Context: an optimization exercise on an open-source flow, tuned for small area, a short achievable clock period and few clock cycles per item. The choices shown serve that exercise and are no tape-out recipe. The RTL was checked by simulation tests, not by an equivalence proof against the original design.

**flow/config.mk**
```make
export PLATFORM = sky130hd
export DESIGN_NAME = matrix
export DESIGN_NICKNAME = matrix
export VERILOG_FILES = /design/flow/design.v
export SDC_FILE = /design/flow/constraint.sdc
export NUM_CORES = 4
export LEC_CHECK = 0
export ABC_AREA = 1
export CAP_MARGIN = 20
export CORE_MARGIN = 2
export CORE_UTILIZATION = 40
export SETUP_SLACK_MARGIN = 0.3
export SLEW_MARGIN = 20
```
**flow/constraint.sdc**
```tcl
create_clock -name core_clock -period 5.0 [get_ports {clk}]
set_input_delay 1.0000 -clock core_clock [delete_from_list [all_inputs] [get_ports {clk}]]
set_output_delay 1.0000 -clock core_clock [all_outputs]
set_load 0.01 [all_outputs]
```
**flow/design.v**
```verilog
module fmul(
    input  [7:0] b,
    input  [7:0] c,
    output [7:0] p,
    output       pz
    );
    wire [3:0] u = b[3:0];
    wire [3:0] v = c[3:0];
    wire s0 = (u[1] & v[3]) ^ (u[2] & v[2]);
    wire c0 = (u[1] & v[3]) & (u[2] & v[2]);
    wire s1 = (u[2] & v[3]) ^ (u[3] & v[2]);
    wire c1 = (u[2] & v[3]) & (u[3] & v[2]);
    wire s2 = (u[0] & v[3]) ^ (u[1] & v[2]);
    wire c2 = (u[0] & v[3]) & (u[1] & v[2]);
    wire s3 = (u[3] & v[1]) ^ u[0] ^ v[0];
    wire c3 = ((u[3] & v[1]) & u[0]) | ((u[3] & v[1]) & v[0]) | ((u[0] & v[0]));
    wire s4 = u[1] ^ v[1] ^ c0;
    wire c4 = ((u[1] & v[1])) | (u[1] & c0) | (v[1] & c0);
    wire s5 = (u[3] & v[3]) ^ u[2] ^ v[2];
    wire c5 = ((u[3] & v[3]) & u[2]) | ((u[3] & v[3]) & v[2]) | ((u[2] & v[2]));
    wire s6 = (u[0] & v[2]) ^ (u[1] & v[1]);
    wire c6 = (u[0] & v[2]) & (u[1] & v[1]);
    wire s7 = (u[2] & v[1]) ^ (u[3] & v[0]) ^ s2;
    wire c7 = ((u[2] & v[1]) & (u[3] & v[0])) | ((u[2] & v[1]) & s2) | ((u[3] & v[0]) & s2);
    wire s8 = s0 ^ c2 ^ s3;
    wire c8 = (s0 & c2) | (s0 & s3) | (c2 & s3);
    wire s9 = s1 ^ c3 ^ s4;
    wire c9 = (s1 & c3) | (s1 & s4) | (c3 & s4);
    wire s10 = c1 ^ c4 ^ s5;
    wire c10 = (c1 & c4) | (c1 & s5) | (c4 & s5);
    wire s11 = u[3] ^ v[3] ^ c5;
    wire c11 = ((u[3] & v[3])) | (u[3] & c5) | (v[3] & c5);
    wire [9:0] r0 = {1'b0, 1'b1, c10, c9, c8, c7, c6, (u[2] & v[0]), (u[0] & v[1]), (u[0] & v[0])};
    wire [9:0] r1 = {1'b0, c11, s11, s10, s9, s8, s7, s6, (u[1] & v[0]), 1'b0};
    wire [9:0] m = r0 + r1;
    wire [2:0] es  = b[6:4] + c[6:4];
    wire [2:0] pe0 = es + 3'd5;
    wire [2:0] pe1 = es + 3'd6;
    assign p = {b[7] ^ c[7], m[9] ? pe1 : pe0, m[9] ? m[8:5] : m[7:4]};
    assign pz = (b == 8'd0) || (c == 8'd0) || (p == 8'd0);
endmodule
module calc_frac_bits(
    input  [7:0] r,
    input  [7:0] p,
    input        pz,
    output [7:0] y
    );
    wire rz = (r == 8'd0);
    wire r_big = pz || (!rz && (r[6:0] > p[6:0]));
    wire kill  = pz || rz;
    wire [2:0] eb = r_big ? r[6:4] : p[6:4];
    wire [3:0] fb = r_big ? r[3:0] : p[3:0];
    wire [3:0] fs = r_big ? p[3:0] : r[3:0];
    wire [2:0] d  = r_big ? r[6:4] - p[6:4] : p[6:4] - r[6:4];
    wire       sb = r_big ? r[7] : p[7];
    wire       sub = r[7] ^ p[7];
    wire [4:0]  ms  = kill ? 5'd0 : {1'b1, fs};
    wire [12:0] ysh = {ms, 8'd0} >> d;     
    wire [6:0]  yv  = {1'b0, ysh[12:7]};
    wire        stk = |ysh[6:0];
    wire [6:0]  xv  = {1'b0, 1'b1, fb, 1'b0};
    wire [6:0]  t   = xv + (yv ^ {7{sub}}) + {6'd0, sub & !stk};
    reg [2:0] ne;
    reg [3:0] nf;
    always @(*) begin
        if (t[6])      begin ne = eb + 3'd1; nf = t[5:2]; end
        else if (t[5]) begin ne = eb;        nf = t[4:1]; end
        else if (t[4]) begin ne = eb - 3'd1; nf = t[3:0]; end
        else if (t[3]) begin ne = eb - 3'd2; nf = {t[2:0], 1'b0}; end
        else           begin ne = eb - 3'd3; nf = {t[1:0], 2'b00}; end
    end
    assign y = {sb, ne, nf};
endmodule
module mac(
    input            Clk,
    input            Reset,
    input            go,
    input      [7:0] B,
    input      [7:0] C,
    output reg [7:0] Aout
    );
    wire [7:0] p;
    wire       pz;
    reg  [7:0] P;
    reg        Pz;
    wire [7:0] nxt;
    fmul u_mul(.b(B), .c(C), .p(p), .pz(pz));
    calc_frac_bits u_step(.r(Aout), .p(P), .pz(Pz), .y(nxt));
    always @(posedge Clk) begin
        P  <= p;
        Pz <= pz || !go;
        if (Reset) Aout <= 8'd0;
        else       Aout <= nxt;
    end
endmodule
module matrix(
    input clk,
    input [7:0] A00,
    input [7:0] A01,
    input [7:0] A02,
    input [7:0] A10,
    input [7:0] A11,
    input [7:0] A12,
    input [7:0] A20,
    input [7:0] A21,
    input [7:0] A22,
    input [7:0] B00,
    input [7:0] B01,
    input [7:0] B02,
    input [7:0] B10,
    input [7:0] B11,
    input [7:0] B12,
    input [7:0] B20,
    input [7:0] B21,
    input [7:0] B22,
    output[7:0] Out00,
    output[7:0] Out01,
    output[7:0] Out02,
    output[7:0] Out10,
    output[7:0] Out11,
    output[7:0] Out12,
    output[7:0] Out20,
    output[7:0] Out21,
    output[7:0] Out22,
    input Reset,
    input Load,
    output Done
    );
    reg [1:0] ph;
    assign Done = (ph == 2'd0);
    wire go = !Reset && (Done ? Load : (ph != 2'd3));
    reg [1:0] ph_n;
    always @(*) begin
        if (Reset)     ph_n = 2'd0;
        else if (Done) ph_n = Load ? 2'd1 : 2'd0;
        else           ph_n = ph + 2'd1;
    end
    reg s0, s1, s2;
    always @(posedge clk) begin
        ph <= ph_n;
        s0 <= (ph_n == 2'd0) || (ph_n == 2'd3);
        s1 <= (ph_n == 2'd1);
        s2 <= (ph_n == 2'd2);
    end
    wire [7:0] a0 = ({8{s0}} & A00) | ({8{s1}} & A01) | ({8{s2}} & A02);
    wire [7:0] a1 = ({8{s0}} & A10) | ({8{s1}} & A11) | ({8{s2}} & A12);
    wire [7:0] a2 = ({8{s0}} & A20) | ({8{s1}} & A21) | ({8{s2}} & A22);
    wire [7:0] b0 = ({8{s0}} & B00) | ({8{s1}} & B10) | ({8{s2}} & B20);
    wire [7:0] b1 = ({8{s0}} & B01) | ({8{s1}} & B11) | ({8{s2}} & B21);
    wire [7:0] b2 = ({8{s0}} & B02) | ({8{s1}} & B12) | ({8{s2}} & B22);
    mac mac_00(.Clk(clk), .Reset(Reset), .go(go), .B(a0), .C(b0), .Aout(Out00));
    mac mac_01(.Clk(clk), .Reset(Reset), .go(go), .B(a0), .C(b1), .Aout(Out01));
    mac mac_02(.Clk(clk), .Reset(Reset), .go(go), .B(a0), .C(b2), .Aout(Out02));
    mac mac_10(.Clk(clk), .Reset(Reset), .go(go), .B(a1), .C(b0), .Aout(Out10));
    mac mac_11(.Clk(clk), .Reset(Reset), .go(go), .B(a1), .C(b1), .Aout(Out11));
    mac mac_12(.Clk(clk), .Reset(Reset), .go(go), .B(a1), .C(b2), .Aout(Out12));
    mac mac_20(.Clk(clk), .Reset(Reset), .go(go), .B(a2), .C(b0), .Aout(Out20));
    mac mac_21(.Clk(clk), .Reset(Reset), .go(go), .B(a2), .C(b1), .Aout(Out21));
    mac mac_22(.Clk(clk), .Reset(Reset), .go(go), .B(a2), .C(b2), .Aout(Out22));
endmodule
```
**flow/flow/run.sh**
```bash
#!/bin/bash
# The standard layout, with each port buffered by a sky130_fd_sc_hd__buf_1
# instead of the default port buffer cell.
set -euo pipefail
export BUFFER_PORTS_ARGS="-buffer_cell sky130_fd_sc_hd__buf_1"
bash standard.sh finish > standard_flow.log 2>&1
```
**flow/standard.sh**
```bash
#!/bin/bash
# synth_recipe.tcl (not shown) runs the flow's synth.tcl, then flattens the netlist and writes it again
# the make line also repeats each setting of config.mk as NAME=value (left out here)
make -C /OpenROAD-flow-scripts/flow DESIGN_CONFIG=/design/flow/config.mk WORK_HOME=/design/flow/orfs CLKGATE_MAP_FILE= SYNTH_SCRIPT=/design/flow/synth_recipe.tcl "${@:-finish}"
```
==> summary.txt, run 1 <==
Routing
  • Via density: 4.93
  • Drt wl/cell: 13.7 um
  • Antenna-violating nets left: 0
  • DR pass1 iterations: 7
  • Via count: 24278
  • Routed WL: 67200 um
  • Post-route DRC: 0
  • Iteration-0 DRC Markers: 1322

Critical path
  • Worst Setup End Kind: flop
  • Crit-path slowest cell: dfxtp_2
  • CP Data Required Time: 5.37 ns
  • CP Max Fanout: 27
  • Worst Path Arrival: 4.69 ns
  • CP dominant cell by count: nand2_1
  • Critical Path Max Stage Delay: 0.66 ns
  • Cell Chain, Critical Path: buf_12 > nand2_1 > nand3_1 > nand2_1 > inv_1 > ha_1 > inv_1 > fa_1 > fa_1 > inv_1 > ha_1 > nand2_1 > nor2_1 > a211oi_1 > nand2_1 > nand2_2 > nand3_4 > o21ai_1 > inv_1 > nand2_1 > nor2_1 > nand2_1 > nand2_1
  • Critical path class: reg2reg
  • Crit start category: flop

Placement
  • DP Wirelength: 55700 um
  • GP Congestion: 0.892
  • Dpl cells: 4887
  • Count of port buffers added during placement: 219

Synthesis
  • Simple-gate share of the synthesized area: 34.0%
  • Synth Net Count: 4428
  • Ys Warns: 3
  • Largest family of logic cells by synthesized area: simple AND/OR/NAND/NOR gates
  • Synth Area in Adders: 23.1%
  • Top cell type's share of synthesized area: 15.0%
  • Top FF cell, synth: dfxtp_1
  • Seq/Total Area, Yosys: 12.8%
  • Mux cell area share after synthesis: 0.0405%
  • Mapped Cells: 3890
  • Fraction of registers with async set/reset: 0%
  • Avg Cell Area, Syn: 6.36 um2
  • Post-synthesis register bit count: 158
  • Largest cells by area after synthesis: nand2_1, ha_1, dfxtp_1
  • Yosys cell types: 45
  • XOR/XNOR share of the synthesized area: 5.03%
  • Compound-Gate Fraction of Synth Area: 11.2%
  • Post-synth EDFFs: 0
  • Synth Cell Area: 24700 um2
  • Cell taking the most area after synthesis: nand2_1

Clock network
  • CTS Buffer Depth: 2
  • Root Buffer: clkbuf_16
  • Clk Latency, worst-skew pair: 0.50 ns
  • Clk sink count: 158
  • H-tree lvl count: 4
  • Hold bufs inserted after CTS: 0
  • Cts bufs inserted: 17
  • CTS tree: done
  • Clock-pin slew on the worst setup and hold paths: 0.07 ns

Floorplan
  • Io pins: 220
  • Number of core rows: 91
  • Die Y: 253 um
  • Total core area: 61400 um2
  • Initial Utilization: 40.3%
  • DIE AREA: 63800 um2
  • DIE WIDTH: 253 um

Final layout
  • Final Core Density: 44.4%
  • Commonest non-fill, non-tap cell in the layout: nand2_1
  • Ant diodes: 0
  • Fin nets: 4655
  • Finished Layout Cells: 4920
  • Layout cells sized above 1: 7.29%
  • Layout area overhead: 10.2%
  • Most frequent cells in the layout: nand2_1, inv_1, nand3_1
  • Fill cell count: 6549

Min path
  • Hold Path Class: reg2reg

GRT
  • Grt ovf: 0
  • Largest net degree at the start of global routing: 66
  • Wire length of the first global-routing pass: 109000 um
  • Vias in the first global route: 22133
  • Initial antenna violation count: 0
  • Gr usage total: 21.2%

Timing
  • Final hold violation count: 0
  • Setup-failing EPs final: 0
  • F_max: 232 MHz
  • Actual slew at the worst max-slew pin: 0.916 ns
  • Crit share post-route: 86.3%
  • RSZ-0062 raised after global routing: false
  • Slew headroom: 38.9%
  • Final min period: 4.32 ns
  • Setup_tns: 0 ns
  • Max-slew violation count: 0
  • Clk_skew: 0.0125 ns
  • Worst hold slack: 0.506 ns

Flow run
  • Max-Cap Viols: 0

Status
  • Status: no timing/DRC/antenna violations
-- kinds of logic after synthesis --
group	after synthesis
simple gates	1848
buf+inv	851
compound gates	504
fa+ha+maj	391
flops	158
xor+xnor	137
mux	1
-- synthesized netlist by cell type, types with 4 or more instances --
| library cell | instances |
|---|---|
| a211oi_1 | 6 |
| a21oi_1 | 156 |
| a221oi_1 | 6 |
| and2_1 | 4 |
| buf_1 | 4 |
| buf_2 | 10 |
| buf_4 | 18 |
| buf_6 | 19 |
| clkbuf_1 | 26 |
| clkinv_1 | 14 |
| dfxtp_1 | 158 |
| fa_1 | 108 |
| ha_1 | 283 |
| inv_1 | 750 |
| inv_2 | 10 |
| nand2_1 | 991 |
| nand2_2 | 38 |
| nand2_4 | 28 |
| nand3_1 | 401 |
| nand3_2 | 19 |
| nand3_4 | 9 |
| nand3b_1 | 23 |
| nand4_1 | 63 |
| nor2_1 | 208 |
| nor2_2 | 19 |
| nor3_1 | 4 |
| nor4_1 | 8 |
| o211ai_1 | 43 |
| o21ai_0 | 218 |
| o21ai_1 | 36 |
| o21ai_2 | 8 |
| o21bai_1 | 25 |
| or2_1 | 4 |
| or2_2 | 25 |
| xnor2_1 | 50 |
| xor2_1 | 81 |
| xor2_2 | 6 |
-- critical path, delay by kind of cell (launching register included) --
kind | cells | cell delay (ns)
buffers and inverters | 5 | 0.46
AND/OR/NAND/NOR | 12 | 1.23
adder cells (fa/ha/maj) | 4 | 1.43
flip-flops | 1 | 0.66
AO/OA/AOI/OAI | 2 | 0.40
-- metal layers --
| layer | up-vias | track usage, % | routed length [um] | share of wire [%] |
|---|---|---|---|---|
| li1 | 12759 | - | - | - |
| met1 | 10984 | 29.0 | 32800 | 49 |
| met2 | 484 | 35.4 | 30700 | 46 |
| met3 | 51 | 3.08 | 2880 | 4.3 |
| met4 | 0 | 4.01 | 774 | 1.2 |
| met5 | - | 0 | 0 | 0 |
-- final cells by class --
type / instances / area [um2] / share of cell area, %
clock buffers: 17 / 425 / 1.56
clock inverters: 15 / 125 / 0.459
inverters: 774 / 2910 / 10.7
multi-input cells: 2881 / 18300 / 67.1
flip-flops and latches: 158 / 3180 / 11.7
well taps: 790 / 988 / 3.63
repair buffers: 285 / 1340 / 4.93
-- final timing paths --
kind,slack [ns],start,endpoint,depth (start not counted)
max,0.68,s0,mac_10.Pz,23
min,0.51,mac_22.P[7],mac_22.Aout[7],2
max reg2reg,0.68,s0,mac_10.Pz,23
min reg2reg,0.51,mac_22.P[7],mac_22.Aout[7],2
-- repair_timing --
action                                  4_1_cts  5_1_grt
hold endpoints to repair                      0        0
endpoints found under the setup margin        0       55
buffers inserted                              0        1
resized for setup                             0       42
-- per-stage QoR --
stage	area (um2)	setup WS [ns]
2_1_floorplan	24700	0.695
3_3_place_gp	26500	0.272
3_5_place_dp	26500	0.262
4_1_cts	27100	0.382
5_1_grt	27200	0.301
6_report	27200	0.683
Testbench counts, summed over its fixed seeds: cycles 512, items 128.
==> run 2, diff against run 1 <==
--- a/flow/config.mk
+++ b/flow/config.mk
@@ -9,5 +9,5 @@
 export CAP_MARGIN = 20
 export CORE_MARGIN = 2
-export CORE_UTILIZATION = 40
-export SETUP_SLACK_MARGIN = 0.3
+export CORE_UTILIZATION = 60
+export PLACE_DENSITY = 0.7
 export SLEW_MARGIN = 20
==> run 2 against run 1 <==
  * Setup slack worse by 0.25 ns
  * Die area fell by 33%
==> summary.txt, run 2 <==
Status
  • Status: no timing/DRC/antenna violations

Critical path
  • Worst Path Arrival: 4.95 ns (+0.26 ns)
  • Crit start category: flop
  • Crit-path slowest cell: dfxtp_1
  • Worst Setup End Kind: flop
  • Worst Reg-to-Reg Cells: 30 (+30%)
  • CP Data Required Time: 5.38 ns (about the same)
  • Critical Path Max Stage Delay: 0.41 ns (-0.25 ns)
  • CP Max Fanout: 14 (-48%)
  • Critical path class: reg2reg
  • CP dominant cell by count: nand2_1

Floorplan
  • DIE WIDTH: 207 um (-18%)
  • Die Y: 207 um (-18%)
  • DIE AREA: 42900 um2 (-33%)
  • Number of core rows: 74 (-19%)
  • Io pins: 220 (unchanged)
  • Total core area: 40700 um2 (-34%)
  • Initial Utilization: 60.7% (+20 points)

Routing
  • Antenna-violating nets left: 0 (unchanged)
  • Drt wl/cell: 13.8 um (+0.98%)
  • DR pass1 iterations: 5 (-2)
  • Routed WL: 64200 um (-4.5%)
  • Iteration-0 DRC Markers: 1575 (+19%)
  • Post-route DRC: 0 (unchanged)
  • Via count: 24222 (-0.23%)
  • Via density: 5.21 (+5.5%)

Timing
  • Actual slew at the worst max-slew pin: 0.955 ns (+0.0384 ns)
  • F_max: 219 MHz (-5.5%)
  • Final hold violation count: 0 (unchanged)
  • Final min period: 4.57 ns (+0.250 ns)
  • Clk_skew: 0.0135 ns (+0.00101 ns)
  • RSZ-0062 raised after global routing: false
  • Max-slew violation count: 0 (unchanged)
  • Setup_tns: 0 ns (unchanged)
  • Setup-failing EPs final: 0 (unchanged)
  • Slew headroom: 35.8% (-3.1 points)
  • Crit share post-route: 91.4% (+5.0 points)

GRT
  • Grt ovf: 0 (unchanged)
  • Wire length of the first global-routing pass: 107000 um (-1.8%)
  • Initial antenna violation count: 0 (unchanged)
  • Vias in the first global route: 22036 (-0.44%)
  • Largest net degree at the start of global routing: 66 (unchanged)
  • Gr usage total: 30.1% (+8.9 points)

Clock network
  • Clk Latency, worst-skew pair: 0.49 ns (about the same)
  • Hold bufs inserted after CTS: 0 (unchanged)
  • Root Buffer: clkbuf_16
  • Clock-pin slew on the worst setup and hold paths: 0.08 ns (about the same)
  • Cts bufs inserted: 17 (unchanged)
  • CTS tree: done
  • H-tree lvl count: 4 (unchanged)
  • Clk sink count: 158 (unchanged)
  • CTS Buffer Depth: 2 (unchanged)

Final layout
  • Ant diodes: 0 (unchanged)
  • Commonest non-fill, non-tap cell in the layout: nand2_1
  • Most frequent cells in the layout: nand2_1, inv_1, nand3_1
  • Layout area overhead: 8.03%
  • Layout cells sized above 1: 6.38% (-0.91 points)
  • Fin nets: 4646 (-0.19%)
  • Finished Layout Cells: 4653 (-5.4%)

Synthesis
  • Synth cell count leaders: nand2_1, inv_1, nand3_1, ha_1, o21ai_0
  • Post-synthesis register bit count: 158 (unchanged)
  • Largest cells by area after synthesis: nand2_1, ha_1, dfxtp_1
  • Fraction of registers with async set/reset: 0% (unchanged)
  • Post-synth EDFFs: 0 (unchanged)
  • Avg Cell Area, Syn: 6.36 um2 (unchanged)
  • Top FF cell, synth: dfxtp_1
  • Mapped Cells: 3890 (unchanged)
  • Synth Net Count: 4428 (unchanged)
  • Synth Cell Area: 24700 um2 (unchanged)
  • Cell taking the most area after synthesis: nand2_1
  • Ys Warns: 3 (unchanged)
  • Top cell type's share of synthesized area: 15.0% (unchanged)
  • Seq/Total Area, Yosys: 12.8% (unchanged)
  • Yosys cell types: 45 (unchanged)
  • Leading cell type by number of instances after synthesis: nand2_1

Flow run
  • Max-Cap Viols: 0 (unchanged)

Placement
  • Count of port buffers added during placement: 219 (unchanged)
  • Dpl cells: 4621 (-5.4%)
  • GP Congestion: 0.931 (+4.4%)
  • DP Wirelength: 52500 um (-5.7%)

Min path
  • Hold Crit Depth: 2 (unchanged)
  • Hold Path Class: reg2reg
==> run 2: cell counts after synthesis <==
No cell type changed its count.
==> run 2: routing by layer <==
metal  track usage [%]  up-vias  wire length, um
li1                  -    12743                -
met2              48.9      591            28800
met1              41.9    10825            30700
met3              4.18       63             3480
met5                 0        -                0
met4              8.20        0             1290
==> run 2: area by class of cell <==
class | instances | area [um2]
Timing Repair Buffer | 276 | 1250
Sequential cell | 158 | 3170
Fill cell | 3957 | 14000
Clock inverter | 14 | 123
Clock buffer | 18 | 439
Inverter | 774 | 2910
Tap cell | 532 | 666
Multi-Input combinational cell | 2881 | 18200
==> run 2: per-stage QoR <==
| stage | worst slack (ns) | hold WS (ns) | utilization, % | instance area, um2 |
|---|---|---|---|---|
| 2_1_floorplan | 0.695 | 0.470 | - | 24700 |
| 3_3_place_gp | 0.372 | 0.492 | 64.2 | 26100 |
| 3_5_place_dp | 0.296 | 0.501 | 64.2 | 26100 |
| 4_1_cts | 0.356 | 0.513 | 65.5 | 26700 |
| 5_1_grt | 0.0000422 | 0.523 | 65.6 | 26700 |
| 6_report | 0.432 | 0.509 | 65.6 | 26700 |
==> run 2: kinds of logic (layout without fill, tap and decap cells) <==
group	count (synthesis)	count (layout)	share of synthesized area, %
and+or+nand+nor	1848	1848	34.0
DFF	158	158	12.8
muxes	1	1	0.0405
AOI/OAI and AO/OA	504	504	11.2
xor gates and xnor gates	137	137	5.03
adders and majority gates	391	391	23.1
buffers and inverters	851	1082	13.8
==> run 2: worst max-delay path, delay by kind of cell (launching register included) <==
family / cells / cell delay [ns]
xor+xnor: 1 / 0.10
buf+inv: 4 / 0.32
compound gates: 4 / 0.40
flops: 1 / 0.41
fa+ha+maj: 3 / 1.04
simple gates: 18 / 2.20
==> run 2: path summary, 6_finish.rpt <==
kind	start	end	slack (ns)
max reg2reg	mac_21.Aout[4]	mac_21.Aout[6]	0.43
min	mac_01.P[7]	mac_01.Aout[7]	0.51
max	mac_21.Aout[4]	mac_21.Aout[6]	0.43
min reg2reg	mac_01.P[7]	mac_01.Aout[7]	0.51
==> run 2: timing repair <==
item                       4_1_cts  5_1_grt
buffers inserted                 0        0
setup endpoints to repair        0        8
hold endpoints to repair         0        0
gates resized for setup          0        5
==> run 3, diff against run 2 <==
--- a/flow/design.v
+++ b/flow/design.v
@@ -47,14 +47,17 @@
     );
     wire rz = (r == 8'd0);
-    wire r_big = pz || (!rz && (r[6:0] > p[6:0]));
+    wire gt = (r[6:4] > p[6:4]) || ((r[6:4] == p[6:4]) && (r[3:0] > p[3:0]));
+    wire r_big = pz || (!rz && gt);
     wire kill  = pz || rz;
     wire [2:0] eb = r_big ? r[6:4] : p[6:4];
     wire [3:0] fb = r_big ? r[3:0] : p[3:0];
     wire [3:0] fs = r_big ? p[3:0] : r[3:0];
-    wire [2:0] d  = r_big ? r[6:4] - p[6:4] : p[6:4] - r[6:4];
+    wire [3:0] de = {1'b0, r[6:4]} - {1'b0, p[6:4]};
+    wire [2:0] d  = de[3] ? 3'd0 - de[2:0] : de[2:0];
     wire       sb = r_big ? r[7] : p[7];
     wire       sub = r[7] ^ p[7];
-    wire [4:0]  ms  = kill ? 5'd0 : {1'b1, fs};
-    wire [12:0] ysh = {ms, 8'd0} >> d;     
+    wire [12:0] ya  = {!pz, p[3:0] & {4{!pz}}, 8'd0} >> d;
+    wire [12:0] yb  = {!rz, r[3:0], 8'd0} >> d;
+    wire [12:0] ysh = r_big ? ya : yb;
     wire [6:0]  yv  = {1'b0, ysh[12:7]};
     wire        stk = |ysh[6:0];
==> flow/flow/run.sh (replaced) <==
#!/bin/bash
# The standard layout, with two changes: each port is buffered by a
# sky130_fd_sc_hd__buf_1 instead of the default port buffer cell, and
# synthesis leaves adders to ABC instead of mapping them to the library's
# full/half-adder cells first (ADDER_MAP_FILE empty). Registers are the
# standard synthesis's.
set -euo pipefail
export BUFFER_PORTS_ARGS="-buffer_cell sky130_fd_sc_hd__buf_1"
bash standard.sh ADDER_MAP_FILE= finish > standard_flow.log 2>&1
--- a/flow/config.mk
+++ b/flow/config.mk
@@ -9,5 +9,5 @@
 export CAP_MARGIN = 20
 export CORE_MARGIN = 2
-export CORE_UTILIZATION = 60
-export PLACE_DENSITY = 0.7
+export CORE_UTILIZATION = 40
+export SETUP_SLACK_MARGIN = 0.5
 export SLEW_MARGIN = 20
==> run 3 against run 2 <==
  * Synthesized area down 8.4%
  * Clock skew down 0.0019 ns
  * Wire length up 7.9%
  * Register-to-register slack better by 0.86 ns
  * Flip-flop and latch count unchanged
  * Fmax up 23%
  * Final cell count up 12%
  * Hold slack worse by 0.052 ns
  * Largest cell class unchanged
  * Synthesized cell count up 10%
  * Die area up 37%
  * Critical endpoint is now mac_11.Pz
  * Clock-buffer cell count up 1
==> summary.txt, run 3 <==
Synthesis
  • Seq/Total Area, Yosys: 14.0% (+1.2 points)
  • Cell taking the most area after synthesis: nand2_1
  • Synth Net Count: 4428 (unchanged)
  • Synth Cell Area: 22600 um2 (-8.4%)
  • Top FF cell, synth: dfxtp_1
  • Leading cell type by number of instances after synthesis: nand2_1
  • Yosys cell types: 63 (+40%)
  • Largest cells by area after synthesis: nand2_1, dfxtp_1, nand3_1
  • Post-synth EDFFs: 0 (unchanged)
  • Ys Warns: 3 (unchanged)
  • Synth cell count leaders: nand2_1, nand3_1, inv_1, nor2_1, o21ai_0
  • Top cell type's share of synthesized area: 27.7% (+13 points)
  • Post-synthesis register bit count: 158 (unchanged)
  • Mapped Cells: 4281 (+10%)
  • Fraction of registers with async set/reset: 0% (unchanged)
  • Avg Cell Area, Syn: 5.29 um2 (-17%)

Clock network
  • Clk sink count: 158 (unchanged)
  • Cts bufs inserted: 17 (unchanged)
  • CTS Buffer Depth: 2 (unchanged)
  • H-tree lvl count: 4 (unchanged)
  • # Post-CTS Setup Buffers: 0 (unchanged)
  • Clock-pin slew on the worst setup and hold paths: 0.07 ns (about the same)
  • Post-CTS Resized: 0 (unchanged)
  • CTS tree: done
  • Root Buffer: clkbuf_16
  • Hold bufs inserted after CTS: 0 (unchanged)
  • Clk Latency, worst-skew pair: 0.50 ns (about the same)

Final layout
  • Ant diodes: 0 (unchanged)
  • Reg area: 3170 um2 (about the same)
  • Fill cell count: 6234 (+58%)
  • Layout cells sized above 1: 6.30% (-0.077 points)
  • Finished Cell Area: 24700 um2 (-7.7%)
  • Layout area overhead: 8.90%
  • Multi-input gate area: 17000 um2 (-6.4%)
  • Commonest non-fill, non-tap cell in the layout: nand2_1
  • Most frequent cells in the layout: nand2_1, nand3_1, inv_1
  • Fin nets: 4607 (-0.84%)

Floorplan
  • Number of core rows: 87 (+18%)
  • Io pins: 220 (unchanged)
  • Initial Utilization: 40.3% (-20 points)
  • Total core area: 56200 um2 (+38%)
  • DIE AREA: 58500 um2 (+37%)
  • Die Y: 242 um (+17%)
  • DIE WIDTH: 242 um (+17%)

Routing
  • Drt wl/cell: 13.2 um (-4.0%)
  • Iteration-0 DRC Markers: 1901 (+21%)
  • Via density: 5.07 (-2.6%)
  • Via count: 26508 (+9.4%)
  • Routed WL: 69200 um (+7.9%)
  • DR pass1 iterations: 7 (+2)
  • Post-route DRC: 0 (unchanged)
  • Antenna-violating nets left: 0 (unchanged)

Critical path
  • Worst Setup End Kind: flop
  • CP dominant cell by count: nand2_1
  • CP Max Fanout: 25 (+11)
  • Setup crit start: s0
  • Critical Path Max Stage Delay: 0.79 ns (+0.38 ns)
  • Critical path's top delay family: simple AND/OR/NAND/NOR gates
  • Crit start category: flop
  • Reg-to-Reg Start: s0
  • Worst Path Arrival: 4.09 ns (-0.86 ns)
  • CP Data Required Time: 5.38 ns (about the same)
  • Sum of buffers and inverters on the critical path: 1 (-3)
  • Crit-path slowest cell: dfxtp_2
  • Cell Chain, Critical Path: nand2_1 > nand3_2 > nand2_1 > nor2_1 > inv_1 > or2_1 > nand2_1 > xor2_1 > or2_2 > nand2_1 > o21ai_1 > nand2_1 > nand2_1 > nand2_1 > nand2_1 > nand2_2 > a21oi_1 > o21bai_1 > nor2_1 > nand3_1 > nand2_1
  • Critical path class: reg2reg

Timing
  • Slew headroom: 45.2% (+9.5 points)
  • Actual slew at the worst max-slew pin: 0.816 ns (-0.139 ns)
  • Clk_skew: 0.0116 ns (-0.00194 ns)
  • Final min period: 3.71 ns (-0.857 ns)
  • Setup_tns: 0 ns (unchanged)
  • Setup-failing EPs final: 0 (unchanged)
  • F_max: 270 MHz (+23%)
  • Max-slew violation count: 0 (unchanged)
  • Final hold violation count: 0 (unchanged)
  • Crit share post-route: 74.2% (-17 points)
  • RSZ-0062 raised after global routing: false

GRT
  • Initial antenna violation count: 2 (+2)
  • Vias in the first global route: 22754 (+3.3%)
  • Gr usage total: 23.1% (-7.0 points)
  • Wire length of the first global-routing pass: 112000 um (+4.5%)
  • Largest net degree at the start of global routing: 32 (-52%)
  • Grt ovf: 0 (unchanged)

Placement
  • GP Congestion: 0.922 (-0.92%)
  • DP Wirelength: 56100 um (+6.9%)
  • Post-DP Area: 24000 um2 (-8.0%)
  • Count of port buffers added during placement: 219 (unchanged)

Min path
  • Hold Path Class: reg2reg
  • Worst Hold Launch: ph[0]

Flow run
  • Max-Cap Viols: 0 (unchanged)

Status
  • Status: no timing/DRC/antenna violations
==> run 3: changes by cell type in the layout (fill, tap and decap cells not counted), moves of 47 or more <==
| cell | delta |
|---|---|
| nand2_1 | +682 |
| ha_1 | -283 |
| inv_1 | -273 |
| nand3_1 | +185 |
| fa_1 | -108 |
| nor2_1 | +98 |
| xor2_1 | +51 |
| buf_4 | -47 |
==> run 3: kinds of logic after synthesis <==
logic type,share of synthesized area [%]
AO/OA/AOI/OAI,11.3
XOR/XNOR,8.73
adder cells (fa/ha/maj),0.0497
buffers and inverters,10.9
flip-flops,14.0
AND/OR/NAND/NOR,55.1
==> run 3: path summary, 6_finish.rpt <==
check	slack (ns)	cells past startpoint	endpoint
min	0.46	1	ph[0]
max	1.29	21	mac_11.Pz
min reg2reg	0.46	1	ph[0]
max reg2reg	1.29	21	mac_11.Pz
==> run 3: cell type report <==
type | instances | share of cell area [%]
clock buffers | 19 | 1.76
flip-flops and latches | 158 | 12.8
repair buffers | 230 | 3.72
inverters | 533 | 8.13
multi-input cells | 3520 | 69.0
clock inverters | 13 | 0.731
well taps | 756 | 3.84
==> run 3: stage by stage <==
stage / hold slack (ns) / utilization (%) / setup slack [ns] / instances
after floorplan: 0.427 / - / 1.76 / 4281
after global placement: 0.442 / 42.8 / 1.16 / 5196
after detailed placement: 0.444 / 42.8 / 1.09 / 5197
after CTS: 0.457 / 43.9 / 1.32 / 5229
after global routing: 0.473 / 43.9 / 0.884 / 5229
final: 0.457 / 43.9 / 1.29 / 5229
==> run 3: layer usage <==
layer | up-vias | track usage (%) | share of wire (%)
met1 | 11668 | 30.8 | 47
met5 | - | 0 | 0
met2 | 697 | 38.3 | 45
li1 | 14060 | - | -
met4 | 0 | 7.01 | 2.4
met3 | 83 | 3.82 | 6.2
Testbench counts of run 3, summed over its fixed seeds: cycles 512, items 128.
==> run 4, diff against run 3 <==
--- a/flow/config.mk
+++ b/flow/config.mk
@@ -10,4 +10,4 @@
 export CORE_MARGIN = 2
 export CORE_UTILIZATION = 40
-export SETUP_SLACK_MARGIN = 0.5
+export SETUP_SLACK_MARGIN = 1.0
 export SLEW_MARGIN = 20
==> run 4 against run 3 <==
  * Still clean on timing, DRC and antenna
  * Die area unchanged
  * Flip-flop and latch count unchanged
  * Highest routed layer unchanged
  * Utilization about the same
  * Critical endpoint is now mac_00.Aout[6]
  * First-iteration DRC count increased by 4.4%
  * Register-to-register slack better by 0.24 ns
==> summary.txt, run 4 <==
Status
  • Status: no timing/DRC/antenna violations

GRT
  • Vias in the first global route: 22754 (unchanged)
  • Grt ovf: 0 (unchanged)
  • Largest net degree at the start of global routing: 32 (unchanged)
  • Gr usage total: 23.1% (unchanged)
  • Wire length of the first global-routing pass: 112000 um (unchanged)
  • Initial antenna violation count: 2 (unchanged)

Final layout
  • Layout area overhead: 8.94% (about the same)
  • Layout cells sized above 1: 6.33% (+0.022 points)
  • Final Core Density: 43.9% (about the same)
  • Fin nets: 4607 (unchanged)
  • Ant diodes: 0 (unchanged)
  • Commonest non-fill, non-tap cell in the layout: nand2_1
  • Most frequent cells in the layout: nand2_1, nand3_1, inv_1
  • Fill cell count: 6234 (unchanged)

Critical path
  • Sum of buffers and inverters on the critical path: 3 (+2)
  • Worst Reg-to-Reg Cells: 21 (unchanged)
  • CP Data Required Time: 5.39 ns (about the same)
  • Critical Path Max Stage Delay: 0.43 ns (-0.36 ns)
  • CP Max Fanout: 11 (-56%)
  • CP dominant cell by count: nand2_1
  • Worst Path Arrival: 3.86 ns (-0.23 ns)
  • Worst Setup End Kind: flop
  • Critical path class: reg2reg
  • Cell Chain, Critical Path: inv_1 > nand2_1 > nand2_2 > inv_1 > nand3_1 > xnor2_2 > nand3_1 > nand2_1 > nand3_1 > nand3b_1 > nand2_2 > nor2_1 > nand4_1 > nand2_1 > nand2_1 > nand2_1 > inv_1 > nand2_1 > nand2_1 > a21oi_1 > nor2_1
  • Critical Path Stages: 21 (unchanged)
  • Reg-to-Reg Start: mac_00.Aout[4]
  • Crit start category: flop
  • R2R Setup Slk: 1.53 ns (+0.24 ns)
  • Crit-path slowest cell: xnor2_2
  • RR Endpoint: mac_00.Aout[6]
  • Critical path's top delay family: simple AND/OR/NAND/NOR gates

Timing
  • Max-slew violation count: 0 (unchanged)
  • RSZ-0062 raised after global routing: false
  • F_max: 288 MHz (+7.0%)
  • Crit share post-route: 69.4% (-4.8 points)
  • Slew headroom: 45.2% (about the same)
  • Clk_skew: 0.0125 ns (+0.000947 ns)
  • Final hold violation count: 0 (unchanged)
  • Setup_tns: 0 ns (unchanged)
  • Actual slew at the worst max-slew pin: 0.816 ns (+0.00000393 ns)
  • Setup-failing EPs final: 0 (unchanged)
  • Final min period: 3.47 ns (-0.242 ns)

Synthesis
  • Synth Cell Area: 22600 um2 (unchanged)
  • Seq/Total Area, Yosys: 14.0% (unchanged)
  • Largest cells by area after synthesis: nand2_1, dfxtp_1, nand3_1
  • Cell taking the most area after synthesis: nand2_1
  • Synth cell count leaders: nand2_1, nand3_1, inv_1, nor2_1, o21ai_0
  • Avg Cell Area, Syn: 5.29 um2 (unchanged)
  • Ys Warns: 3 (unchanged)
  • Fraction of registers with async set/reset: 0% (unchanged)
  • Yosys cell types: 63 (unchanged)
  • Mapped Cells: 4281 (unchanged)
  • Leading cell type by number of instances after synthesis: nand2_1
  • Post-synthesis register bit count: 158 (unchanged)
  • Top FF cell, synth: dfxtp_1
  • Synth Net Count: 4428 (unchanged)
  • Top cell type's share of synthesized area: 27.7% (unchanged)
  • Post-synth EDFFs: 0 (unchanged)

Routing
  • Drt wl/cell: 13.2 um (about the same)
  • Antenna-violating nets left: 0 (unchanged)
  • Via count: 26454 (-0.20%)
  • Routed WL: 69300 um (about the same)
  • DR pass1 iterations: 5 (-2)
  • Post-route DRC: 0 (unchanged)
  • Iteration-0 DRC Markers: 1985 (+4.4%)
  • Via density: 5.06 (-0.20%)

Placement
  • DP Wirelength: 56100 um (unchanged)
  • Count of port buffers added during placement: 219 (unchanged)
  • GP Congestion: 0.922 (unchanged)

Clock network
  • CTS tree: done
  • # Post-CTS Setup Buffers: 0 (unchanged)
  • Post-CTS Resized: 0 (unchanged)
  • Clk Latency, worst-skew pair: 0.50 ns (about the same)
  • CTS Buffer Depth: 2 (unchanged)
  • H-tree lvl count: 4 (unchanged)
  • Hold bufs inserted after CTS: 0 (unchanged)
  • Clock-pin slew on the worst setup and hold paths: 0.07 ns (about the same)
  • Root Buffer: clkbuf_16
  • Clk sink count: 158 (unchanged)
  • Cts bufs inserted: 17 (unchanged)

Min path
  • Worst Hold Launch: ph[0]
  • Hold Path Class: reg2reg
  • Hold Crit Depth: 1 (unchanged)
  • Hold Path End: ph[0]

Floorplan
  • DIE WIDTH: 242 um (unchanged)
  • Die Y: 242 um (unchanged)
  • Total core area: 56200 um2 (unchanged)
  • Initial Utilization: 40.3% (unchanged)
  • DIE AREA: 58500 um2 (unchanged)
  • Number of core rows: 87 (unchanged)
  • Io pins: 220 (unchanged)

Flow run
  • Max-Cap Viols: 0 (unchanged)
## run 4: kinds of logic (layout without fill, tap and decap cells)
logic type | after synthesis | in the layout | synth area share (%)
flops | 158 | 158 | 14.0
simple gates | 2855 | 2855 | 55.1
fa+ha+maj | 1 | 1 | 0.0497
buf+inv | 603 | 795 | 10.9
xor+xnor | 205 | 205 | 8.73
compound gates | 459 | 459 | 11.3
## run 4: area by class of cell
class | instances | area (um2) | area share [%]
flip-flops and latches | 158 | 3170 | 12.9
well taps | 756 | 946 | 3.83
multi-input cells | 3520 | 17000 | 69.0
clock buffers | 19 | 433 | 1.75
clock inverters | 13 | 180 | 0.730
repair buffers | 230 | 918 | 3.72
inverters | 533 | 2010 | 8.13
## run 4: how the worst max path moves through the flow
stage	slack (ns)	endpoint	from
floorplan	1.76	mac_10.Pz	A11[2]
global placement	1.16	mac_20.Pz	B20[1]
detailed placement	1.09	mac_02.Pz	A01[2]
CTS	1.32	mac_11.Pz	s0
global route	1.04	mac_21.Aout[6]	mac_21.Aout[6]
finish	1.53	mac_00.Aout[6]	mac_00.Aout[4]
## run 4: metal layers
layer,global-route usage (%),vias up,wire length [um]
li1,-,14052,-
met3,3.82,81,4250
met1,30.8,11648,32300
met2,38.3,673,31000
met4,7.01,0,1740
met5,0,-,0
## run 4: through the flow
step	cell area, um2	worst slack, ns	hold slack, ns	cells
after floorplan	22600	1.76	0.427	4281
after global placement	24000	1.16	0.442	5196
after detailed placement	24000	1.09	0.444	5197
after CTS	24700	1.32	0.457	5229
after global routing	24700	1.04	0.473	5229
final	24700	1.53	0.458	5229
==> run 5, diff against run 4 <==
--- a/flow/config.mk
+++ b/flow/config.mk
@@ -10,4 +10,4 @@
 export CORE_MARGIN = 2
 export CORE_UTILIZATION = 40
-export SETUP_SLACK_MARGIN = 1.0
+export SETUP_SLACK_MARGIN = 2.0
 export SLEW_MARGIN = 20
==> run 5 against run 4 <==
  * Clock skew down 0.0035 ns
  * Register-to-register slack better by 0.17 ns
  * Global-route usage is 3.0 points higher
  * First-iteration DRC count grew 36%
  * Via count up 17%
  * Critical endpoint is now mac_02.P[2]
==> summary.txt, run 5 <==
Critical path
  • R2R Setup Slk: 1.70 ns (+0.17 ns)
  • Critical path's top delay family: simple AND/OR/NAND/NOR gates
  • Critical Path Max Stage Delay: 0.26 ns (-0.17 ns)
  • CP dominant cell by count: nand2_1
  • CP Data Required Time: 5.39 ns (about the same)
  • Reg-to-Reg Start: s2
  • Worst Reg-to-Reg Cells: 19 (-9.5%)
  • Worst Path Arrival: 3.72 ns (-0.14 ns)
  • CP Max Fanout: 7 (-4)
  • Worst Setup End Kind: flop
  • Sum of buffers and inverters on the critical path: 5 (+2)
  • Crit start category: input port
  • Critical path class: in2reg
  • Crit-path slowest cell: xor2_2
  • Cell Chain, Critical Path: buf_1 > nand2_2 > nand3_4 > buf_6 > nand2_1 > nand2_1 > nand2_1 > xor2_2 > xor2_2 > or2_4 > nand3_2 > nand2_2 > nand2_2 > nand2_1 > nand2_1 > nand2_1 > nand3_2 > nand3_4 > inv_4 > buf_4 > buf_4 > o21ai_0
  • RR Endpoint: mac_02.P[2]

GRT
  • Gr usage total: 26.1% (+3.0 points)
  • Grt ovf: 0 (unchanged)
  • Largest net degree at the start of global routing: 56 (+75%)
  • Vias in the first global route: 24918 (+9.5%)
  • Wire length of the first global-routing pass: 125000 um (+11%)
  • Initial antenna violation count: 1 (-1)

Min path
  • Hold Path Class: reg2reg
  • Hold Path End: ph[0]
  • Hold Crit Depth: 1 (unchanged)
  • Worst Hold Launch: ph[0]

Timing
  • RSZ-0062 raised after global routing: true
  • Clk_skew: 0.00908 ns (-0.00346 ns)
  • Slew headroom: 31.0% (-14 points)
  • Setup_tns: 0 ns (unchanged)
  • Crit share post-route: 66.7% (-2.7 points)
  • F_max: 300 MHz (+4.0%)
  • Max-slew violation count: 0 (unchanged)
  • Final hold violation count: 0 (unchanged)
  • Actual slew at the worst max-slew pin: 1.04 ns (+0.220 ns)
  • Setup-failing EPs final: 0 (unchanged)
  • Final min period: 3.33 ns (-0.135 ns)

Floorplan
  • Die Y: 242 um (unchanged)
  • DIE AREA: 58500 um2 (unchanged)
  • Total core area: 56200 um2 (unchanged)
  • Number of core rows: 87 (unchanged)
  • DIE WIDTH: 242 um (unchanged)
  • Initial Utilization: 40.3% (unchanged)
  • Io pins: 220 (unchanged)

Placement
  • Count of port buffers added during placement: 219 (unchanged)
  • GP Congestion: 0.923 (about the same)
  • Dpl cells: 5193 (-0.077%)
  • DP Wirelength: 55300 um (-1.4%)
  • Post-DP Area: 24300 um2 (+1.2%)

Clock network
  • Clk sink count: 158 (unchanged)
  • Clock-pin slew on the worst setup and hold paths: 0.06 ns (about the same)
  • Clk Latency, worst-skew pair: 0.50 ns (about the same)
  • Root Buffer: clkbuf_16
  • Hold bufs inserted after CTS: 0 (unchanged)
  • H-tree lvl count: 4 (unchanged)
  • CTS tree: done
  • CTS Buffer Depth: 2 (unchanged)
  • Cts bufs inserted: 17 (unchanged)

Status
  • Status: no timing/DRC/antenna violations

Routing
  • Uppermost layer routed: met5
  • Iteration-0 DRC Markers: 2707 (+36%)
  • Drt wl/cell: 16.4 um (+24%)
  • Via density: 5.43 (+7.3%)
  • Routed WL: 94000 um (+36%)
  • Met1 WL: 38300 um (+18%)
  • Total length of routed met3 wires: 8290 um (+95%)
  • Post-route DRC: 0 (unchanged)
  • WL met2: 44100 um (+42%)
  • Antenna-violating nets left: 0 (unchanged)
  • DR pass1 iterations: 11 (+6)
  • Via count: 31027 (+17%)

Synthesis
  • Leading cell type by number of instances after synthesis: nand2_1
  • Mapped Cells: 4281 (unchanged)
  • Synth cell count leaders: nand2_1, nand3_1, inv_1, nor2_1, o21ai_0
  • Seq/Total Area, Yosys: 14.0% (unchanged)
  • Synth Net Count: 4428 (unchanged)
  • Synth Cell Area: 22600 um2 (unchanged)
  • Avg Cell Area, Syn: 5.29 um2 (unchanged)
  • Fraction of registers with async set/reset: 0% (unchanged)
  • Top cell type's share of synthesized area: 27.7% (unchanged)
  • Post-synth EDFFs: 0 (unchanged)
  • Yosys cell types: 63 (unchanged)
  • Largest cells by area after synthesis: nand2_1, dfxtp_1, nand3_1
  • Ys Warns: 3 (unchanged)
  • Top FF cell, synth: dfxtp_1
  • Post-synthesis register bit count: 158 (unchanged)
  • Cell taking the most area after synthesis: nand2_1

Final layout
  • Finished Cell Area: 35800 um2 (+45%)
  • Fill cell count: 4843 (-22%)
  • Final Core Density: 63.8% (+20 points)
  • Commonest non-fill, non-tap cell in the layout: nand2_1
  • Multi-input gate area: 23500 um2 (+38%)
  • Layout area overhead: 58.2%
  • Fin nets: 5094 (+11%)
  • Layout cells sized above 1: 39.7% (+33 points)
  • Reg area: 3380 um2 (+6.4%)
  • Most frequent cells in the layout: nand2_1, inv_1, buf_4
  • Ant diodes: 0 (unchanged)
  • Finished Layout Cells: 5714 (+9.3%)

Flow run
  • Max-Cap Viols: 0 (unchanged)
run 5: per-stage QoR:
step                      setup slack, ns  hold WS [ns]
after floorplan                      1.83         0.427
after global placement               1.11         0.443
after detailed placement             1.04         0.447
after CTS                            1.87         0.457
after global routing                 1.54         0.504
final                                1.67         0.456
run 5: cell families (layout without fill, tap and decap cells):
| kind of cell | Yosys count | in the layout | share of synthesized area (%) |
|---|---|---|---|
| flip-flops | 158 | 158 | 14.0 |
| AO/OA/AOI/OAI | 459 | 459 | 11.3 |
| adder cells (fa/ha/maj) | 1 | 1 | 0.0497 |
| AND/OR/NAND/NOR | 2855 | 2880 | 55.1 |
| XOR/XNOR | 205 | 205 | 8.73 |
| buffers and inverters | 603 | 1255 | 10.9 |
run 5: metal layers:
layer	vias up	GRT usage, %
li1	15132	-
met1	14335	34.4
met2	1256	42.5
met3	300	6.04
met4	4	7.48
met5	-	0
run 5: area by class of cell:
cell class                      instances  area share, %
Clock buffer                           20           1.27
Clock inverter                         10          0.454
Inverter                              533           6.15
Multi-Input combinational cell       3545           65.6
Sequential cell                       158           9.43
Tap cell                              756           2.64
Timing Repair Buffer                  691           14.5
Timing Repair inverter                  1         0.0140
run 5: repair_timing:
item,4_1_cts,5_1_grt
endpoints found under the setup margin,135,128
gates resized for setup,341,1486
buffers inserted,177,284
cloned,20,10
endpoints found under the hold margin,0,0
pin swaps,113,584
run 5: worst reg2reg max path, cell delays in order, from the launching register on:
cell and delay [ns]:
dfxtp_4 0.50, buf_12 0.20, nand2_4 0.11, nand3_2 0.20, nand2_1 0.18, nor2_1 0.30
nand3_1 0.19, a22oi_2 0.32, nand3_2 0.13, nand2_2 0.10, nand2_2 0.06, nand2_1 0.06
nand2_1 0.06, nand2_1 0.07, nand3_2 0.09, nand3_4 0.09, inv_4 0.05, buf_4 0.12
buf_4 0.13, o21ai_0 0.23
run 5: worst max path at each step:
stage	startpoint	endpoint	slack (ns)	cells after the start
5_1_grt	B02[1]	mac_02.Pz	1.54	24
4_1_cts	s1	mac_10.Pz	1.87	26
3_5_place_dp	A10[3]	mac_12.Pz	1.04	24
6_report	B02[1]	mac_02.P[2]	1.67	22
2_1_floorplan	B22[3]	mac_12.Pz	1.83	24
3_3_place_gp	A10[3]	mac_12.Pz	1.11	24
==> run 6, diff against run 5 <==
==> flow/flow/run.sh (replaced) <==
#!/bin/bash
# The standard layout, with three changes:
# - each port is buffered by a sky130_fd_sc_hd__buf_1 instead of the default
#   port buffer cell;
# - synthesis leaves adders to ABC instead of mapping them to the library's
#   full/half-adder cells first (ADDER_MAP_FILE empty);
# - ABC maps with flow/abc_amap.script (area-oriented amap) instead of the
#   standard area script.
# Everything else is the standard flow's synthesis (synth_recipe.tcl), so the registers
# are the standard synthesis's.
set -euo pipefail
W=$PWD
cat > "$W/own_synth.tcl" <<EOT
proc abc {args} {
  set i [lsearch -exact \$args -script]
  if {\$i >= 0} { lset args [expr {\$i + 1}] {$W/flow/abc_amap.script} }
  yosys abc {*}\$args
}
source {$W/synth_recipe.tcl}
EOT
export BUFFER_PORTS_ARGS="-buffer_cell sky130_fd_sc_hd__buf_1"
bash standard.sh ADDER_MAP_FILE= SYNTH_SCRIPT="$W/own_synth.tcl" finish > standard_flow.log 2>&1
==> flow/flow/abc_amap.script (new file) <==
strash
dch
amap
topo
stime -c
buffer -c
upsize -c
dnsize -c
--- a/flow/config.mk
+++ b/flow/config.mk
@@ -10,4 +10,4 @@
 export CORE_MARGIN = 2
 export CORE_UTILIZATION = 40
-export SETUP_SLACK_MARGIN = 2.0
+export SETUP_SLACK_MARGIN = 1.0
 export SLEW_MARGIN = 20
==> run 6 against run 5 <==
  * Still clean on timing, DRC and antenna
  * Sequential share of layout area is 2.5 points higher
  * Wire length is 20% lower
  * Register-to-register slack got worse by 1.4 ns
  * Hold slack gained 0.00087 ns
  * Utilization down 0.51 points
  * Final cell count shrank 27%
  * Critical path depth rose by 9
  * Global-route usage rose by 3.7 points
  * Cell area down 24%
  * Critical endpoint is now mac_12.Aout[1]
  * Highest routed layer is now met4
==> summary.txt, run 6 <==
Routing
  • Iteration-0 DRC Markers: 2328 (-14%)
  • Drt wl/cell: 18.0 um (+9.5%)
  • Via count: 25016 (-19%)
  • Post-route DRC: 0 (unchanged)
  • Antenna-violating nets left: 0 (unchanged)
  • Routed WL: 75600 um (-20%)
  • DR pass1 iterations: 13 (+2)
  • Via density: 5.96 (+9.8%)

Critical path
  • Crit start category: flop
  • CP dominant cell by count: nor2_4
  • Worst Setup End Kind: flop
  • Sum of buffers and inverters on the critical path: 4 (-1)
  • Worst Path Arrival: 5.05 ns (+1.33 ns)
  • CP Max Fanout: 7 (unchanged)
  • Critical Path Max Stage Delay: 0.46 ns (+0.20 ns)
  • Crit-path slowest cell: dfxtp_1
  • Critical path's top delay family: compound AO/OA/AOI/OAI gates
  • CP Data Required Time: 5.35 ns (-0.04 ns)
  • Critical path class: reg2reg

Placement
  • Dpl cells: 3742 (-28%)
  • DP Wirelength: 48700 um (-12%)
  • Post-DP Area: 19800 um2 (-18%)
  • GP Congestion: 0.941 (+1.9%)
  • Count of port buffers added during placement: 219 (unchanged)
  • Worst slack at placement: -0.107 ns (-1.15 ns)

Final layout
  • Commonest non-fill, non-tap cell in the layout: nor2_1
  • Layout area overhead: 55.7%
  • Finished Layout Cells: 4197 (-27%)
  • Fin nets: 3743 (-27%)
  • Final Core Density: 63.3% (-0.51 points)
  • Most frequent cells in the layout: nor2_1, buf_4, nand2_1
  • Finished Cell Area: 27300 um2 (-24%)
  • Layout cells sized above 1: 38.8% (-0.85 points)

Clock network
  • Clk sink count: 158 (unchanged)
  • CTS Buffer Depth: 2 (unchanged)
  • Root Buffer: clkbuf_16
  • Clk Latency, worst-skew pair: 0.47 ns (-0.03 ns)
  • Clock-pin slew on the worst setup and hold paths: 0.07 ns (about the same)
  • Cts bufs inserted: 17 (unchanged)
  • Hold bufs inserted after CTS: 0 (unchanged)
  • CTS tree: done
  • H-tree lvl count: 4 (unchanged)

Timing
  • Max-slew violation count: 0 (unchanged)
  • RSZ-0062 raised after global routing: true
  • F_max: 213 MHz (-29%)
  • Clk_skew: 0.0120 ns (+0.00295 ns)
  • Slew headroom: 24.2% (-6.8 points)
  • Setup-failing EPs final: 0 (unchanged)
  • Actual slew at the worst max-slew pin: 1.13 ns (+0.0920 ns)
  • Final hold violation count: 0 (unchanged)
  • Final min period: 4.70 ns (+1.36 ns)
  • Post-route setup slack: 0.305 ns (-1.36 ns)
  • Setup_tns: 0 ns (unchanged)
  • Crit share post-route: 93.9% (+27 points)

Synthesis
  • Top cell type's share of synthesized area: 18.0% (-9.7 points)
  • Largest family of logic cells by synthesized area: compound AO/OA/AOI/OAI gates
  • Synth Net Count: 3078 (-30%)
  • Synth cell count leaders: nor2_1, nand2_1, o21ai_0, a21oi_1, inv_1
  • Simple-gate share of the synthesized area: 26.8% (-28 points)
  • Compound-Gate Fraction of Synth Area: 45.5% (+34 points)
  • Top FF cell, synth: dfxtp_1
  • Mapped Cells: 2931 (-32%)
  • Largest cells by area after synthesis: dfxtp_1, nor2_1, o21ai_0
  • Fraction of registers with async set/reset: 0% (unchanged)
  • Leading cell type by number of instances after synthesis: nor2_1
  • Cell taking the most area after synthesis: dfxtp_1
  • Post-synth EDFFs: 0 (unchanged)
  • Post-synthesis register bit count: 158 (unchanged)
  • Yosys cell types: 69 (+9.5%)
  • Avg Cell Area, Syn: 5.98 um2 (+13%)
  • Synth Area in Adders: 0% (-0.050 points)
  • Ys Warns: 3 (unchanged)
  • Synth Cell Area: 17500 um2 (-23%)
  • Seq/Total Area, Yosys: 18.0% (+4.1 points)
  • XOR/XNOR share of the synthesized area: 0.649% (-8.1 points)
  • Mux cell area share after synthesis: 0% (unchanged)

Floorplan
  • Die Y: 213 um (-12%)
  • DIE AREA: 45500 um2 (-22%)
  • DIE WIDTH: 213 um (-12%)
  • Total core area: 43200 um2 (-23%)
  • Io pins: 220 (unchanged)
  • Number of core rows: 76 (-13%)
  • Initial Utilization: 40.6% (+0.30 points)

Min path
  • Hold Path Class: reg2reg

GRT
  • Vias in the first global route: 22014 (-12%)
  • Initial antenna violation count: 1 (unchanged)
  • Gr usage total: 29.8% (+3.7 points)
  • Top Usage Layer GRT: met2
  • Largest net degree at the start of global routing: 54 (-3.6%)
  • GR Util met3: 5.13% (-0.91 points)
  • Grt ovf: 0 (unchanged)
  • Met2 Use GR: 50.1% (+7.6 points)
  • Met1 Use GR: 37.9% (+3.6 points)
  • Wire length of the first global-routing pass: 109000 um (-12%)

Flow run
  • Max-Cap Viols: 0 (unchanged)

Status
  • Status: no timing/DRC/antenna violations
==> run 6: changes by cell type after synthesis, moves of 74 or more <==
cell	delta
inv_1	-215
a21oi_1	+127
o21ai_0	+74
xor2_1	-125
nand2_1	-1332
nand3_1	-580
nor2_1	+321
o22ai_1	+197
==> run 6: what timing repair did <==
action                                 in CTS  in global routing
gates resized for setup                   441                509
setup buffers                             258                158
endpoints found under the hold margin       0                  0
cloned                                      3                  1
pin swaps                                 230                270
setup endpoints to repair                  84                 88
==> run 6: cells by family (layout without fill, tap and decap cells) <==
kind of cell,after synthesis,in the layout
other cells,0,3
flops,158,158
buf+inv,400,1076
compound gates,1220,1222
simple gates,1140,1140
xor+xnor,13,13
==> run 6: through the flow <==
step	hold WS (ns)
3_3_place_gp	0.439
6_report	0.457
2_1_floorplan	0.429
4_1_cts	0.454
3_5_place_dp	0.444
5_1_grt	0.487
==> run 6: path summary, 6_finish.rpt <==
path                                      from             end  slack [ns]  cells past startpoint
worst min-delay path                     ph[0]           ph[0]        0.46                      1
worst max register to register  mac_12.Aout[0]  mac_12.Aout[1]        0.30                     31
worst min register to register           ph[0]           ph[0]        0.46                      1
worst max-delay path            mac_12.Aout[0]  mac_12.Aout[1]        0.30                     31
==> run 6: layout make-up <==
type	count	area [um2]
flip-flops and latches	158	3260
diodes	3	7.51
repair buffers	716	5050
repair inverters	1	7.51
well taps	585	732
fillers	3809	15900
clock buffers	20	447
clock inverters	12	136
multi-input cells	2375	16300
inverters	327	1350
==> run 6: metal layers <==
metal  up-vias  routed length, um
li1      12074                  -
met1     11596              30900
met2      1128              35800
met3       218               6220
met4         0               2580
met5         -                  0
==> run 7, diff against run 6 <==
--- a/flow/flow/run.sh
+++ b/flow/flow/run.sh
@@ -5,5 +5,5 @@
 # - synthesis leaves adders to ABC instead of mapping them to the library's
 #   full/half-adder cells first (ADDER_MAP_FILE empty);
-# - ABC maps with flow/abc_amap.script (area-oriented amap) instead of the
+# - ABC maps with flow/abc_map.script (two rounds of dch and map, with mfs2 between) instead of the
 #   standard area script.
 # Everything else is the standard flow's synthesis (synth_recipe.tcl), so the registers
@@ -14,5 +14,5 @@
 proc abc {args} {
   set i [lsearch -exact \$args -script]
-  if {\$i >= 0} { lset args [expr {\$i + 1}] {$W/flow/abc_amap.script} }
+  if {\$i >= 0} { lset args [expr {\$i + 1}] {$W/flow/abc_map.script} }
   yosys abc {*}\$args
 }
==> flow/flow/abc_map.script (new file) <==
strash
dc2
dch -f
map -B 0.9
mfs2
strash
dch -f
map -B 0.9
topo
stime -c
buffer -c
upsize -c
dnsize -c
removed: flow/flow/abc_amap.script
==> run 7 against run 6 <==
  * Fmax is 29% higher
  * Sequential share of layout area is 1.8 points higher
  * Synthesized cell count is 35% higher
  * Hold slack better by 0.017 ns
  * Setup slack better by 1.0 ns
  * Die area is 19% higher
  * Still clean
  * Highest routed layer is now met5
  * Utilization is 19 points lower
  * Clock-buffer cell count is 2 lower
  * Wire length is 14% lower
==> summary.txt, run 7 <==
Critical path
  • Critical path class: reg2reg
  • RR Endpoint: mac_00.Pz
  • Reg-to-Reg Start: s1
  • Crit-path slowest cell: or4_1
  • Worst Reg-to-Reg Cells: 21 (-32%)
  • CP Data Required Time: 5.42 ns (+0.07 ns)
  • CP Max Fanout: 25 (+18)
  • CP dominant cell by count: nand2_1
  • Critical Path Max Stage Delay: 0.54 ns (+0.08 ns)
  • Worst Path Arrival: 4.08 ns (-0.97 ns)
  • Crit path to: mac_00.Pz

Final layout
  • Commonest non-fill, non-tap cell in the layout: nand2_1
  • Fill cell count: 5715 (+50%)
  • Reg area: 3170 um2 (-2.6%)
  • Layout area overhead: 10.0%
  • Fin nets: 4279 (+14%)
  • Final Core Density: 44.8% (-19 points)
  • Layout cells sized above 1: 6.80% (-32 points)
  • Multi-input gate area: 15700 um2 (-4.0%)
  • Most frequent cells in the layout: nand2_1, nand3_1, inv_1

Flow run
  • Max-Cap Viols: 0 (unchanged)

Clock network
  • CTS tree: done
  • Clk sink count: 158 (unchanged)
  • Clock-pin slew on the worst setup and hold paths: 0.07 ns (about the same)
  • Hold bufs inserted after CTS: 0 (unchanged)
  • Cts bufs inserted: 17 (unchanged)

Routing
  • Post-route DRC: 0 (unchanged)
  • Drt wl/cell: 13.5 um (-25%)
  • DR pass1 iterations: 7 (-6)
  • Via count: 24493 (-2.1%)
  • Antenna-violating nets left: 0 (unchanged)
  • Via density: 5.08 (-15%)
  • Routed WL: 64900 um (-14%)
  • Iteration-0 DRC Markers: 1982 (-15%)

Floorplan
  • Io pins: 220 (unchanged)
  • Die Y: 233 um (+9.3%)
  • DIE AREA: 54300 um2 (+19%)
  • Total core area: 51600 um2 (+20%)
  • DIE WIDTH: 233 um (+9.3%)
  • Number of core rows: 83 (+9.2%)
  • Initial Utilization: 40.7% (+0.066 points)

Status
  • Status: no timing/DRC/antenna violations

Placement
  • Count of port buffers added during placement: 219 (unchanged)
  • Dpl cells: 4790 (+28%)

Synthesis
  • Leading cell type by number of instances after synthesis: nand2_1
  • Top cell type's share of synthesized area: 27.5% (+9.5 points)
  • Post-synth EDFFs: 0 (unchanged)
  • Mapped Cells: 3947 (+35%)
  • Synth Net Count: 4094 (+33%)
  • Yosys cell types: 56 (-19%)
  • Fraction of registers with async set/reset: 0% (unchanged)
  • Post-synthesis register bit count: 158 (unchanged)
  • Avg Cell Area, Syn: 5.32 um2 (-11%)
  • Top FF cell, synth: dfxtp_1

Min path
  • Hold Path Class: reg2reg
  • Worst Hold Launch: ph[0]

GRT
  • Wire length of the first global-routing pass: 104000 um (-4.8%)
  • Largest net degree at the start of global routing: 28 (-48%)
  • Vias in the first global route: 21222 (-3.6%)
  • Initial antenna violation count: 3 (+2)
  • Grt ovf: 0 (unchanged)
  • Gr usage total: 23.8% (-6.0 points)

Timing
  • Crit share post-route: 73.1% (-21 points)
  • RSZ-0062 raised after global routing: true
  • Final min period: 3.65 ns (-1.04 ns)
  • Clk_skew: 0.0130 ns (+0.000952 ns)
  • Worst hold slack: 0.474 ns (+0.0174 ns)
  • Setup_tns: 0 ns (unchanged)
  • F_max: 274 MHz (+29%)
## run 7: cell types whose count changed after synthesis, sizes merged, moves of 139 or more
cell,change
a21oi,-139
nor2,-380
nand2,+1267
nand3,+544
inv,+174
xor2,+139
o22ai,-199
## run 7: worst min path at each step
stage	to	slack (ns)	cells after the start
global placement	ph[0]	0.44	1
global route	ph[0]	0.49	1
finish	ph[0]	0.47	1
floorplan	ph[0]	0.43	1
CTS	ph[0]	0.47	1
detailed placement	ph[0]	0.46	1
## run 7: routing by layer
layer | wire length (um) | track usage, % | vias to the layer above
met5 | 27 | 0 | -
met4 | 1590 | 7.52 | 4
met3 | 4810 | 5.18 | 86
met2 | 27900 | 37.6 | 701
met1 | 30600 | 32.1 | 10747
li1 | - | - | 12955
## run 7: repair_timing
item | 4_1_cts | 5_1_grt
gates resized for setup | 0 | 41
buffers inserted | 0 | 3
setup endpoints to repair | 0 | 68
## run 7: cell families after synthesis
logic type,after synthesis,synth area share (%)
AOI/OAI and AO/OA,430,11.2
xor gates and xnor gates,204,8.99
buffers and inverters,565,10.8
DFF,158,15.1
adders and majority gates,2,0.107
and+or+nand+nor,2588,53.8
## run 7: critical path: cells and delay by family (launching register included)
kind	cells	cell delay [ns]
buffers and inverters	4	0.81
flip-flops	1	0.51
AND/OR/NAND/NOR	17	2.26
## run 7: layout make-up
type	count	share of cell area, %
inverter	501	8.16
timing repair buffer	230	4.04
tap	680	3.68
sequential	158	13.7
multi-input combinational	3224	67.8
clock buffer	18	1.86
antenna	1	0.0108
clock inverter	14	0.693
## run 7: through the flow
| stage | area (um2) | setup WS [ns] |
|---|---|---|
| 5_1_grt | 23100 | 0.883 |
| 3_5_place_dp | 22400 | 0.845 |
| 3_3_place_gp | 22400 | 0.891 |
| 6_report | 23100 | 1.35 |
| 4_1_cts | 22900 | 1.03 |
| 2_1_floorplan | 21000 | 1.65 |

[re-timing with driven ports]
How much do the figures lean on ideal ports? The routed layouts below were timed once more, with nothing changed but the port constraints. Step 1, drivers: a clkbuf_16 drives clk and a buf_2 each remaining input, both assumed. Step 2 times the ports against the registers' clock, not the clock port: input delays grow and output delays shrink by t, the midpoint of the rising clock arrivals with the driver on. Three values: no drivers, after step 1, after step 2; two values: the first two.
run	t (ns)	setup WS [ns]	hold slack, ns	worst register clock-pin slew, ns	worst data-port slew with drivers (ns)
run 1	0.550	0.683 / 0.683 / 0.275	0.506 / 0.506 / 0.506	0.08 / 0.08	0.10
run 2	0.544	0.432 / 0.432 / 0.298	0.509 / 0.509 / 0.509	0.08 / 0.08	0.06
run 3	0.552	1.290 / 1.290 / 1.052	0.457 / 0.457 / 0.457	0.07 / 0.07	0.06
run 4	0.550	1.532 / 1.532 / 1.068	0.458 / 0.458 / 0.458	0.07 / 0.07	0.06
run 5	0.564	1.667 / 1.696 / 1.152	0.456 / 0.456 / 0.456	0.07 / 0.07	0.05
run 6	0.532	0.305 / 0.305 / 0.266	0.457 / 0.457 / 0.457	0.07 / 0.07	0.09
run 7	0.554	1.347 / 1.347 / 0.905	0.474 / 0.474 / 0.474	0.08 / 0.08	0.07
After both steps setup and hold are still met in every run listed. The setup slack of run 5, which loses most, moves by +0.029 ns with the drivers and by -0.515 ns with both steps.
